This design comes from an exercise in tuning for small area on the open sky130 flow, not from production work. In this exercise RTL edits were held to simulation tests only and were not proved equivalent to the original. Power figures rest on the tool's default switching activity, not on a simulated workload.

==> flow/design.v <==
`timescale 1ns / 1ps
module Edge_Detection_Top #(
    parameter WIDTH   = 8,
    parameter H_RES   = 80,
    parameter V_RES   = 120,
    parameter TH_HIGH = 40,
    parameter TH_LOW  = 20
) (
    input  logic             clk,
    input  logic             rstn,
    input  logic             i_vsync,
    input  logic             i_hsync,
    input  logic             i_de,
    input  logic [WIDTH-1:0] i_r_data,
    input  logic [WIDTH-1:0] i_g_data,
    input  logic [WIDTH-1:0] i_b_data,
    output logic             o_vsync,
    output logic             o_hsync,
    output logic             o_de,
    output logic [WIDTH-1:0] o_data
);
    localparam int SD = 173;             
    localparam int L2 = 2 * H_RES + 2;   
    logic [SD-1:0] vd, hd, sd;
    always_ff @(posedge clk) begin
        vd <= {vd[SD-2:0], i_vsync};
        hd <= {hd[SD-2:0], i_hsync};
        sd <= {sd[SD-2:0], i_de};
    end
    assign o_vsync = vd[SD-1];
    assign o_hsync = hd[SD-1];
    assign o_de    = sd[SD-1];
    wire en_g = sd[0];   
    wire en_s = sd[3];   
    wire en_n = sd[4];   
    logic [7:0] gray;
    logic [15:0] gsum, rr, gg, bb, rb;
    assign rr = 16'(i_r_data);
    assign gg = 16'(i_g_data);
    assign bb = 16'(i_b_data);
    assign rb = rr + bb;
    assign gsum = (rr << 6) + (bb << 4) + (rb << 3) + (rb << 2) + rb
                + (gg << 7) + (gg << 4) + (gg << 2) + (gg << 1);
    always_ff @(posedge clk) gray <= gsum[15:8];
    localparam int GL = 2 * H_RES;
    logic [8*GL-1:0] gc;      
    logic [9:0] vnew, va, vb;
    logic [11:0] gconv;
    logic [7:0] g1, g2, g3;   
    always_comb begin
        vnew  = 10'(gc[8*((GL)-1)+:8]) + 10'({gc[8*((H_RES)-1)+:8], 1'b0}) + 10'(gray);
        gconv = 12'(vb) + 12'({va, 1'b0}) + 12'(vnew);
    end
    always_ff @(posedge clk) begin
        if (en_g) begin
            gc <= {gc[8*GL-9:0], gray};
            va <= vnew;
            vb <= va;
            g1 <= gconv[11:4];
            g2 <= g1;
            g3 <= g2;
        end
    end
    logic [8*L2-1:0] sc;
    always_ff @(posedge clk) if (en_s) sc <= {sc[8*L2-9:0], g3};
    logic signed [9:0] dfd, dhb, dia, dcg;
    logic signed [10:0] ss, tt;
    always_comb begin
        dfd = $signed({2'b0, sc[8*((H_RES)-1)+:8]}) - $signed({2'b0, sc[8*((H_RES+2)-1)+:8]});   
        dhb = $signed({2'b0, sc[8*((1)-1)+:8]}) - $signed({2'b0, sc[8*((L2-1)-1)+:8]});          
        dia = $signed({2'b0, g3}) - $signed({2'b0, sc[8*((L2)-1)+:8]});                          
        dcg = $signed({2'b0, sc[8*((L2-2)-1)+:8]}) - $signed({2'b0, sc[8*((2)-1)+:8]});          
    end
    always_ff @(posedge clk) begin
        ss <= 11'(dia) + 11'(dfd) + 11'(dhb);
        tt <= 11'(dcg) + 11'(dfd) - 11'(dhb);
    end
    logic [9:0] as, at, ma, mb;
    logic s_ge_t;
    logic [11:0] mb3;
    logic [7:0] mag;
    logic [1:0] dir;
    always_comb begin
        as   = ss[10] ? 10'(-ss) : 10'(ss);
        at   = tt[10] ? 10'(-tt) : 10'(tt);
        s_ge_t = as >= at;
        ma   = s_ge_t ? as : at;
        mb   = s_ge_t ? at : as;
        mb3  = 12'(mb) + 12'({mb, 1'b0});
        mag  = (ma[9:8] != 2'b0) ? 8'hFF : ma[7:0];
        if (mb3 > 12'(ma)) dir = (ss[10] == tt[10]) ? 2'd0 : 2'd2;
        else dir = s_ge_t ? 2'd3 : 2'd1;
    end
    localparam int LM = H_RES + 1;
    logic [8*LM-1:0] mc;        
    logic [3:0] older_ok;       
    logic [H_RES-1:0] fl;       
    logic [2*H_RES-1:0] dl;     
    logic res;
    logic [7:0] ctr, nb;
    logic f_new, res_new;
    logic [1:0] dold;
    always_comb begin
        f_new = older_ok[dir] & ((dir != 2'd0) | (mc[8*((1)-1)+:8] >= mag));
        dold = dl[2*H_RES-1 -: 2];
        ctr  = mc[8*((LM)-1)+:8];
        case (dold)
            2'd1:    nb = mc[8*((2)-1)+:8];
            2'd2:    nb = mc[8*((1)-1)+:8];
            2'd3:    nb = mag;
            default: nb = 8'd0;
        endcase
        res_new = fl[H_RES-1] & (ctr >= nb);
    end
    always_ff @(posedge clk) begin
        if (en_n) begin
            mc <= {mc[8*LM-9:0], mag};
            older_ok[0] <= (mag >= TH_HIGH) & (mag >= mc[8*((1)-1)+:8]);
            older_ok[1] <= (mag >= TH_HIGH) & (mag >= mc[8*((H_RES-1)-1)+:8]);
            older_ok[2] <= (mag >= TH_HIGH) & (mag >= mc[8*((H_RES)-1)+:8]);
            older_ok[3] <= (mag >= TH_HIGH) & (mag >= mc[8*((H_RES+1)-1)+:8]);
            fl <= {fl[H_RES-2:0], f_new};
            dl <= {dl[2*H_RES-3:0], dir};
            res <= res_new;
        end
    end
    logic [5:0] od;
    always_ff @(posedge clk) od <= {od[4:0], en_n & res};
    assign o_data = {WIDTH{od[5]}};
endmodule
export LEC_CHECK = 0
export CAP_MARGIN = 10
export CORE_MARGIN = 2
export CORE_UTILIZATION = 60
export PLACE_DENSITY = 0.7
export SLEW_MARGIN = 10
create_clock -name core_clock -period 10.0 [get_ports {clk}]
standard.sh (not shown) runs the stock make flow with config.mk's settings and CLKGATE_MAP_FILE= SYNTH_SCRIPT=/design/flow/synth_recipe.tcl, a recipe that flattens the netlist after the stock synthesis.
==> flow/flow/run.sh <==
#!/bin/bash
# Standard ORFS layout (the standard.sh, standard synthesis), except for
# the make variables in flow/opts.sh: clock tree synthesis with small clock
# buffers and no dummy balancing loads, and small port buffers.
# Each step's output goes to a log file of its own in this folder.
set -euo pipefail
cd "$(dirname "$0")/.."
source flow/opts.sh
for step in synth floorplan place cts finish; do
  bash standard.sh "${ARGS[@]}" $step > $step.log 2>&1
done
==> flow/flow/opts.sh <==
ARGS=(
  "CTS_ARGS=-sink_clustering_enable -repair_clock_nets -dont_use_dummy_load -buf_list sky130_fd_sc_hd__clkbuf_4 -sink_clustering_size 10 -sink_clustering_max_diameter 40"
  "BUFFER_PORTS_ARGS=-buffer_cell sky130_fd_sc_hd__buf_1"
)
==> next run, changes <==
--- a/flow/design.v
+++ b/flow/design.v
@@ -19,7 +19,7 @@
     output logic             o_de,
     output logic [WIDTH-1:0] o_data
 );
-    localparam int SD = 173;             
+    localparam int SD = 2 * H_RES + 13;  
     localparam int L2 = 2 * H_RES + 2;   
     logic [SD-1:0] vd, hd, sd;
     always_ff @(posedge clk) begin
@@ -63,17 +63,17 @@
     end
     logic [8*L2-1:0] sc;
     always_ff @(posedge clk) if (en_s) sc <= {sc[8*L2-9:0], g3};
-    logic signed [9:0] dfd, dhb, dia, dcg;
+    logic [9:0] sp, sn, tp, tn;
     logic signed [10:0] ss, tt;
     always_comb begin
-        dfd = $signed({2'b0, sc[8*((H_RES)-1)+:8]}) - $signed({2'b0, sc[8*((H_RES+2)-1)+:8]});   
-        dhb = $signed({2'b0, sc[8*((1)-1)+:8]}) - $signed({2'b0, sc[8*((L2-1)-1)+:8]});          
-        dia = $signed({2'b0, g3}) - $signed({2'b0, sc[8*((L2)-1)+:8]});                          
-        dcg = $signed({2'b0, sc[8*((L2-2)-1)+:8]}) - $signed({2'b0, sc[8*((2)-1)+:8]});          
+        sp = 10'(g3) + 10'(sc[8*((H_RES)-1)+:8]) + 10'(sc[8*((1)-1)+:8]);                   
+        sn = 10'(sc[8*((L2)-1)+:8]) + 10'(sc[8*((H_RES+2)-1)+:8]) + 10'(sc[8*((L2-1)-1)+:8]);  
+        tp = 10'(sc[8*((L2-2)-1)+:8]) + 10'(sc[8*((H_RES)-1)+:8]) + 10'(sc[8*((L2-1)-1)+:8]);  
+        tn = 10'(sc[8*((2)-1)+:8]) + 10'(sc[8*((H_RES+2)-1)+:8]) + 10'(sc[8*((1)-1)+:8]);     
     end
     always_ff @(posedge clk) begin
-        ss <= 11'(dia) + 11'(dfd) + 11'(dhb);
-        tt <= 11'(dcg) + 11'(dfd) - 11'(dhb);
+        ss <= $signed({1'b0, sp}) - $signed({1'b0, sn});
+        tt <= $signed({1'b0, tp}) - $signed({1'b0, tn});
     end
     logic [9:0] as, at, ma, mb;
     logic s_ge_t;
Routed wire length decreases by 3.1%. Total power increases by about 0.6%. Die area barely changes. Setup slack got worse by 0.11 ns. Area after synthesis barely changes. First-iteration DRC count decreases by about 5.6%. Sequential power is about the same.

==> what the ideal ports hide <==
How much do the figures lean on ideal ports? The routed layouts below were timed once more, with nothing changed but the port constraints.
Step 1: set_driving_cell puts a clkbuf_16 on clk and a buf_2 on each other input, an assumption about the parent block.
Step 2 adds t to the input delays and takes it off the output delays; t is the mean of the earliest and latest rising clock arrival at the registers after step 1. Input paths then give back, and output paths get back, about the clock's delay inside the block.
Three values: ideal ports, drivers, drivers and shift; two values: the first two.
run | shift t [ns] | slack for setup (ns) | hold WS [ns] | worst register clock-pin slew, ns | cell pins on the clock port's net
the first run | 1.397 | 2.798 / 2.798 / 2.328 | 0.239 / 0.239 / 0.239 | 0.11 / 0.11 | 1
the second run | 1.417 | 2.691 / 2.691 / 2.073 | 0.261 / 0.261 / 0.261 | 0.11 / 0.11 | 1
After both steps every run listed still meets setup and hold. The setup slack of the second run, which loses most, moves by 0.000 ns with the drivers and by -0.618 ns with both steps.
